This design comes from an exercise in tuning for small area, a short achievable clock period and few clock cycles per item on the open sky130 flow, not from production work.
Power figures rest on the tool's default switching activity, not on a simulated workload.

## the previous run
==> flow/design.v <==
module sqrt_mult_system (
    input clk_i,
    input rst_i,
    input start_i,
    input [7:0] a_bi,
    input [7:0] b_bi,
    output [15:0] result,
    output done
);
    wire t_g1 = a_bi[1] & a_bi[0];
    wire t_p1 = a_bi[1] ^ a_bi[0];
    wire t_g2 = a_bi[2] & a_bi[1];
    wire t_p2 = a_bi[2] ^ a_bi[1];
    wire t_g3 = a_bi[3] & a_bi[2];
    wire t_p3 = a_bi[3] ^ a_bi[2];
    wire t_g4 = a_bi[4] & a_bi[3];
    wire t_p4 = a_bi[4] ^ a_bi[3];
    wire t_g5 = a_bi[5] & a_bi[4];
    wire t_p5 = a_bi[5] ^ a_bi[4];
    wire t_g6 = a_bi[6] & a_bi[5];
    wire t_p6 = a_bi[6] ^ a_bi[5];
    wire t_g7 = a_bi[7] & a_bi[6];
    wire t_p7 = a_bi[7] ^ a_bi[6];
    wire t_s0_1p = t_p1 & a_bi[0];
    wire t_s0_3g = t_g3 | (t_p3 & t_g2);
    wire t_s0_3p = t_p3 & t_p2;
    wire t_s0_5g = t_g5 | (t_p5 & t_g4);
    wire t_s0_5p = t_p5 & t_p4;
    wire t_s0_7g = t_g7 | (t_p7 & t_g6);
    wire t_s0_7p = t_p7 & t_p6;
    wire t_s1_2g = t_g2 | (t_p2 & t_g1);
    wire t_s1_2p = t_p2 & t_s0_1p;
    wire t_s1_3g = t_s0_3g | (t_s0_3p & t_g1);
    wire t_s1_3p = t_s0_3p & t_s0_1p;
    wire t_s1_6g = t_g6 | (t_p6 & t_s0_5g);
    wire t_s1_6p = t_p6 & t_s0_5p;
    wire t_s1_7g = t_s0_7g | (t_s0_7p & t_s0_5g);
    wire t_s1_7p = t_s0_7p & t_s0_5p;
    wire t_s2_4g = t_g4 | (t_p4 & t_s1_3g);
    wire t_s2_4p = t_p4 & t_s1_3p;
    wire t_s2_5g = t_s0_5g | (t_s0_5p & t_s1_3g);
    wire t_s2_5p = t_s0_5p & t_s1_3p;
    wire t_s2_6g = t_s1_6g | (t_s1_6p & t_s1_3g);
    wire t_s2_6p = t_s1_6p & t_s1_3p;
    wire t_s2_7g = t_s1_7g | (t_s1_7p & t_s1_3g);
    wire t_s2_7p = t_s1_7p & t_s1_3p;
    wire t_s3_8g = a_bi[7] & t_s2_7g;
    wire t_s3_8p = a_bi[7] & t_s2_7p;
    wire t_x2 = t_p2 ^ t_g1;
    wire t_x3 = t_p3 ^ t_s1_2g;
    wire t_x4 = t_p4 ^ t_s1_3g;
    wire t_x5 = t_p5 ^ t_s2_4g;
    wire t_x6 = t_p6 ^ t_s2_5g;
    wire t_x7 = t_p7 ^ t_s2_6g;
    wire t_x8 = a_bi[7] ^ t_s2_7g;
    wire c1 = b_bi >= 8'd1;
    wire c2 = b_bi >= 8'd4;
    wire c3 = b_bi >= 8'd9;
    wire c4 = b_bi >= 8'd16;
    wire c5 = b_bi >= 8'd25;
    wire c6 = b_bi >= 8'd36;
    wire c7 = b_bi >= 8'd49;
    wire c8 = b_bi >= 8'd64;
    wire c9 = b_bi >= 8'd81;
    wire c10 = b_bi >= 8'd100;
    wire c11 = b_bi >= 8'd121;
    wire c12 = b_bi >= 8'd144;
    wire c13 = b_bi >= 8'd169;
    wire c14 = b_bi >= 8'd196;
    wire c15 = b_bi >= 8'd225;
    wire le1 = (c1 & ~c2) | (c5 & ~c6) | (c9 & ~c10) | (c13 & ~c14);
    wire le2 = (c2 & ~c3) | (c6 & ~c7) | (c10 & ~c11) | (c14 & ~c15);
    wire le3 = (c3 & ~c4) | (c7 & ~c8) | (c11 & ~c12) | c15;
    wire he1 = c4 & ~c8;
    wire he2 = c8 & ~c12;
    wire lv0 = (le1 & a_bi[0]) | (le3 & a_bi[0]);
    wire lv1 = (le1 & a_bi[1]) | (le2 & a_bi[0]) | (le3 & t_p1);
    wire lv2 = (le1 & a_bi[2]) | (le2 & a_bi[1]) | (le3 & t_x2);
    wire lv3 = (le1 & a_bi[3]) | (le2 & a_bi[2]) | (le3 & t_x3);
    wire lv4 = (le1 & a_bi[4]) | (le2 & a_bi[3]) | (le3 & t_x4);
    wire lv5 = (le1 & a_bi[5]) | (le2 & a_bi[4]) | (le3 & t_x5);
    wire lv6 = (le1 & a_bi[6]) | (le2 & a_bi[5]) | (le3 & t_x6);
    wire lv7 = (le1 & a_bi[7]) | (le2 & a_bi[6]) | (le3 & t_x7);
    wire lv8 = (le2 & a_bi[7]) | (le3 & t_x8);
    wire lv9 = (le3 & t_s3_8g);
    wire hv0 = (he1 & a_bi[0]) | (c12 & a_bi[0]);
    wire hv1 = (he1 & a_bi[1]) | (he2 & a_bi[0]) | (c12 & t_p1);
    wire hv2 = (he1 & a_bi[2]) | (he2 & a_bi[1]) | (c12 & t_x2);
    wire hv3 = (he1 & a_bi[3]) | (he2 & a_bi[2]) | (c12 & t_x3);
    wire hv4 = (he1 & a_bi[4]) | (he2 & a_bi[3]) | (c12 & t_x4);
    wire hv5 = (he1 & a_bi[5]) | (he2 & a_bi[4]) | (c12 & t_x5);
    wire hv6 = (he1 & a_bi[6]) | (he2 & a_bi[5]) | (c12 & t_x6);
    wire hv7 = (he1 & a_bi[7]) | (he2 & a_bi[6]) | (c12 & t_x7);
    wire hv8 = (he2 & a_bi[7]) | (c12 & t_x8);
    wire hv9 = (c12 & t_s3_8g);
    wire fl_g0 = lv2 & hv0;
    wire fl_p0 = lv2 ^ hv0;
    wire fl_g1 = lv3 & hv1;
    wire fl_p1 = lv3 ^ hv1;
    wire fl_g2 = lv4 & hv2;
    wire fl_p2 = lv4 ^ hv2;
    wire fl_g3 = lv5 & hv3;
    wire fl_p3 = lv5 ^ hv3;
    wire fl_g4 = lv6 & hv4;
    wire fl_p4 = lv6 ^ hv4;
    wire fl_g5 = lv7 & hv5;
    wire fl_p5 = lv7 ^ hv5;
    wire fl_g6 = lv8 & hv6;
    wire fl_p6 = lv8 ^ hv6;
    wire fl_g7 = lv9 & hv7;
    wire fl_p7 = lv9 ^ hv7;
    wire fl_s0_1g = fl_g1 | (fl_p1 & fl_g0);
    wire fl_s0_1p = fl_p1 & fl_p0;
    wire fl_s0_3g = fl_g3 | (fl_p3 & fl_g2);
    wire fl_s0_3p = fl_p3 & fl_p2;
    wire fl_s0_5g = fl_g5 | (fl_p5 & fl_g4);
    wire fl_s0_5p = fl_p5 & fl_p4;
    wire fl_s0_7g = fl_g7 | (fl_p7 & fl_g6);
    wire fl_s0_7p = fl_p7 & fl_p6;
    wire fl_s1_2g = fl_g2 | (fl_p2 & fl_s0_1g);
    wire fl_s1_2p = fl_p2 & fl_s0_1p;
    wire fl_s1_3g = fl_s0_3g | (fl_s0_3p & fl_s0_1g);
    wire fl_s1_3p = fl_s0_3p & fl_s0_1p;
    wire fl_s1_6g = fl_g6 | (fl_p6 & fl_s0_5g);
    wire fl_s1_6p = fl_p6 & fl_s0_5p;
    wire fl_s1_7g = fl_s0_7g | (fl_s0_7p & fl_s0_5g);
    wire fl_s1_7p = fl_s0_7p & fl_s0_5p;
    wire fl_s2_4g = fl_g4 | (fl_p4 & fl_s1_3g);
    wire fl_s2_4p = fl_p4 & fl_s1_3p;
    wire fl_s2_5g = fl_s0_5g | (fl_s0_5p & fl_s1_3g);
    wire fl_s2_5p = fl_s0_5p & fl_s1_3p;
    wire fl_s2_6g = fl_s1_6g | (fl_s1_6p & fl_s1_3g);
    wire fl_s2_6p = fl_s1_6p & fl_s1_3p;
    wire fl_s2_7g = fl_s1_7g | (fl_s1_7p & fl_s1_3g);
    wire fl_s2_7p = fl_s1_7p & fl_s1_3p;
    wire fl_x1 = fl_p1 ^ fl_g0;
    wire fl_x2 = fl_p2 ^ fl_s0_1g;
    wire fl_x3 = fl_p3 ^ fl_s1_2g;
    wire fl_x4 = fl_p4 ^ fl_s1_3g;
    wire fl_x5 = fl_p5 ^ fl_s2_4g;
    wire fl_x6 = fl_p6 ^ fl_s2_5g;
    wire fl_x7 = fl_p7 ^ fl_s2_6g;
    reg        done_r;
    reg [9:0] res_lo;
    reg        cy_r;
    reg [1:0] up_hi;
    always @(posedge clk_i) begin
        done_r <= start_i & ~rst_i;
        res_lo <= {fl_x7, fl_x6, fl_x5, fl_x4, fl_x3, fl_x2, fl_x1, fl_p0, lv1, lv0};
        cy_r <= {fl_s2_7g};
        up_hi <= {hv9, hv8};
    end
    wire fu_gc = up_hi[0] & cy_r;
    wire fu_s0_1g = up_hi[1] & fu_gc;
    wire fu_s0_1p = up_hi[1] & up_hi[0];
    wire fu_x0 = up_hi[0] ^ cy_r;
    wire fu_x1 = up_hi[1] ^ fu_gc;
    assign result = {4'b0, fu_x1, fu_x0, res_lo};
    assign done   = done_r;
endmodule
==> flow/config.mk <==
export PLATFORM = sky130hd
export DESIGN_NAME = sqrt_mult_system
export DESIGN_NICKNAME = sqrt_mult_system
export VERILOG_FILES = /design/flow/design.v
export SDC_FILE = /design/flow/constraint.sdc
export NUM_CORES = 4
export LEC_CHECK = 0
export CAP_MARGIN = 20
export CORE_MARGIN = 2
export CORE_UTILIZATION = 40
export SETUP_SLACK_MARGIN = 1.8
export SLEW_MARGIN = 20
==> flow/constraint.sdc <==
create_clock -name core_clock -period 5.0 [get_ports {clk_i}]
set_input_delay 1.0000 -clock core_clock [delete_from_list [all_inputs] [get_ports {clk_i}]]
set_output_delay 1.0000 -clock core_clock [all_outputs]
set_load 0.01 [all_outputs]
standard.sh (not shown) runs the stock make flow with config.mk's settings and CLKGATE_MAP_FILE= SYNTH_SCRIPT=/design/flow/synth_recipe.tcl, a recipe that flattens the netlist after the stock synthesis.
==> flow/flow/run.sh <==
#!/bin/bash
# Layout flow: the standard ORFS flow, with two changes.
#  1. Synthesis is ORFS's own script (with the standard flow's -nofsm -noshare wrapper,
#     flatten and renaming, as in synth_recipe.tcl), but ABC maps with the
#     script in flow/abc.script and full/half adder extraction can be skipped.
#  2. The port buffers inserted during placement are buf cells instead of
#     the slow clkdlybuf cells that buffer_ports picks by default.
# Settings come from flow/params.sh. Each tool's output goes to its own log.
set -euo pipefail
HERE=$(pwd)
source "$HERE/flow/params.sh"
export MY_ABC_SCRIPT="$HERE/flow/abc.script"
export MY_NOFA
export BUFFER_PORTS_ARGS="-buffer_cell $PORT_BUFFER"
sed "s#SYNTH_SCRIPT=[^ ]*#SYNTH_SCRIPT=$HERE/flow/synth.tcl#" standard.sh > my_standard.sh
bash my_standard.sh finish > flow_make.log 2>&1
==> flow/flow/abc.script <==
strash
dch
map -a
topo
stime -c
==> flow/flow/params.sh <==
MY_NOFA=1
PORT_BUFFER=sky130_fd_sc_hd__buf_1
==> flow/flow/synth.tcl <==
# synth_recipe.tcl with two hooks: abc runs flow/abc.script (MY_ABC_SCRIPT),
# and extract_fa is skipped when MY_NOFA is 1.
proc synth {args} { yosys synth -nofsm -noshare {*}$args }
proc abc {args} {
  set out {}
  set skip 0
  foreach a $args {
    if {$skip} { set skip 0; continue }
    if {$a eq "-script" || $a eq "-D"} { set skip 1; continue }
    lappend out $a
  }
  lappend out -script $::env(MY_ABC_SCRIPT)
  yosys abc {*}$out
}
if {$::env(MY_NOFA)} { proc extract_fa {args} {} }
source $::env(SCRIPTS_DIR)/synth.tcl
# left out here: clear keep_hierarchy, flatten, clean up, hide names made inside functions, write 1_2_yosys.v
Relative to the previous run, the following input files were edited for the current run:
--- a/flow/design.v
+++ b/flow/design.v
@@ -105,56 +105,53 @@
     wire fl_p4 = lv6 ^ hv4;
     wire fl_g5 = lv7 & hv5;
     wire fl_p5 = lv7 ^ hv5;
-    wire fl_g6 = lv8 & hv6;
-    wire fl_p6 = lv8 ^ hv6;
-    wire fl_g7 = lv9 & hv7;
-    wire fl_p7 = lv9 ^ hv7;
     wire fl_s0_1g = fl_g1 | (fl_p1 & fl_g0);
     wire fl_s0_1p = fl_p1 & fl_p0;
     wire fl_s0_3g = fl_g3 | (fl_p3 & fl_g2);
     wire fl_s0_3p = fl_p3 & fl_p2;
     wire fl_s0_5g = fl_g5 | (fl_p5 & fl_g4);
     wire fl_s0_5p = fl_p5 & fl_p4;
-    wire fl_s0_7g = fl_g7 | (fl_p7 & fl_g6);
-    wire fl_s0_7p = fl_p7 & fl_p6;
     wire fl_s1_2g = fl_g2 | (fl_p2 & fl_s0_1g);
     wire fl_s1_2p = fl_p2 & fl_s0_1p;
     wire fl_s1_3g = fl_s0_3g | (fl_s0_3p & fl_s0_1g);
     wire fl_s1_3p = fl_s0_3p & fl_s0_1p;
-    wire fl_s1_6g = fl_g6 | (fl_p6 & fl_s0_5g);
-    wire fl_s1_6p = fl_p6 & fl_s0_5p;
-    wire fl_s1_7g = fl_s0_7g | (fl_s0_7p & fl_s0_5g);
-    wire fl_s1_7p = fl_s0_7p & fl_s0_5p;
     wire fl_s2_4g = fl_g4 | (fl_p4 & fl_s1_3g);
     wire fl_s2_4p = fl_p4 & fl_s1_3p;
     wire fl_s2_5g = fl_s0_5g | (fl_s0_5p & fl_s1_3g);
     wire fl_s2_5p = fl_s0_5p & fl_s1_3p;
-    wire fl_s2_6g = fl_s1_6g | (fl_s1_6p & fl_s1_3g);
-    wire fl_s2_6p = fl_s1_6p & fl_s1_3p;
-    wire fl_s2_7g = fl_s1_7g | (fl_s1_7p & fl_s1_3g);
-    wire fl_s2_7p = fl_s1_7p & fl_s1_3p;
     wire fl_x1 = fl_p1 ^ fl_g0;
     wire fl_x2 = fl_p2 ^ fl_s0_1g;
     wire fl_x3 = fl_p3 ^ fl_s1_2g;
     wire fl_x4 = fl_p4 ^ fl_s1_3g;
     wire fl_x5 = fl_p5 ^ fl_s2_4g;
-    wire fl_x6 = fl_p6 ^ fl_s2_5g;
-    wire fl_x7 = fl_p7 ^ fl_s2_6g;
     reg        done_r;
-    reg [9:0] res_lo;
+    reg [7:0] res_lo;
     reg        cy_r;
-    reg [1:0] up_hi;
+    reg [1:0] up_lo;
+    reg [3:0] up_hi;
     always @(posedge clk_i) begin
         done_r <= start_i & ~rst_i;
-        res_lo <= {fl_x7, fl_x6, fl_x5, fl_x4, fl_x3, fl_x2, fl_x1, fl_p0, lv1, lv0};
-        cy_r <= {fl_s2_7g};
-        up_hi <= {hv9, hv8};
+        res_lo <= {fl_x5, fl_x4, fl_x3, fl_x2, fl_x1, fl_p0, lv1, lv0};
+        cy_r <= {fl_s2_5g};
+        up_lo <= {lv9, lv8};
+        up_hi <= {hv9, hv8, hv7, hv6};
     end
-    wire fu_gc = up_hi[0] & cy_r;
-    wire fu_s0_1g = up_hi[1] & fu_gc;
-    wire fu_s0_1p = up_hi[1] & up_hi[0];
-    wire fu_x0 = up_hi[0] ^ cy_r;
-    wire fu_x1 = up_hi[1] ^ fu_gc;
-    assign result = {4'b0, fu_x1, fu_x0, res_lo};
+    wire fu_g0 = up_lo[0] & up_hi[0];
+    wire fu_p0 = up_lo[0] ^ up_hi[0];
+    wire fu_g1 = up_lo[1] & up_hi[1];
+    wire fu_p1 = up_lo[1] ^ up_hi[1];
+    wire fu_gc = fu_g0 | (fu_p0 & cy_r);
+    wire fu_s0_1g = fu_g1 | (fu_p1 & fu_gc);
+    wire fu_s0_1p = fu_p1 & fu_p0;
+    wire fu_s0_3p = up_hi[3] & up_hi[2];
+    wire fu_s1_2g = up_hi[2] & fu_s0_1g;
+    wire fu_s1_2p = up_hi[2] & fu_s0_1p;
+    wire fu_s1_3g = fu_s0_3p & fu_s0_1g;
+    wire fu_s1_3p = fu_s0_3p & fu_s0_1p;
+    wire fu_x0 = fu_p0 ^ cy_r;
+    wire fu_x1 = fu_p1 ^ fu_gc;
+    wire fu_x2 = up_hi[2] ^ fu_s0_1g;
+    wire fu_x3 = up_hi[3] ^ fu_s1_2g;
+    assign result = {4'b0, fu_x3, fu_x2, fu_x1, fu_x0, res_lo};
     assign done   = done_r;
 endmodule
==> comparison <==
The current run closes out successfully: all stages finished, all timing, DRC and antenna checks passed. On cell area after technology mapping, the previous run loses to the current run. The share of synthesized cell area in and, or, nand and nor gates in the current run was lower than what the previous run gave. First-pass GRT wire length up 96 um in the current run wrt the previous run. Delta (the current run minus the previous run): worst setup margin down 0.069 ns, power up 1.9%. The current run vs the previous run: highest attainable clock frequency down in the current run. [the current run] routed wire length fell about 3% relative to the previous run. Relative to the previous run, total track usage has gone up in the current run. Side by side, number of logic stages on the critical path including buffering turned out lower in the current run than in the previous run.
No functional check of the RTL was part of any run of this note.

[port drivers added, routing unchanged]
The flow's constraints put no driver on any port. The routed layouts listed below were extracted and timed again, unchanged, in two steps.
Step 1, drivers: a clkbuf_16 drives clk_i and a buf_2 each remaining input, both assumed.
Step 2 adds t to the input delays and takes it off the output delays; t is the mean of the earliest and latest rising clock arrival at the registers after step 1. Input paths then give back, and output paths get back, about the clock's delay inside the block.
Slacks: ideal / step 1 / step 2; pairs: ideal / step 1.
run	shift t [ns]	slack for setup (ns)	worst slew at a driven data input, ns
the previous run	0.285	1.825 / 1.823 / 1.538	0.04
the current run	0.293	1.756 / 1.747 / 1.453	0.05
After both steps every run listed still meets setup and hold. For the current run, which loses most, drivers alone change the setup slack by -0.009 ns; drivers and shift together by -0.303 ns.
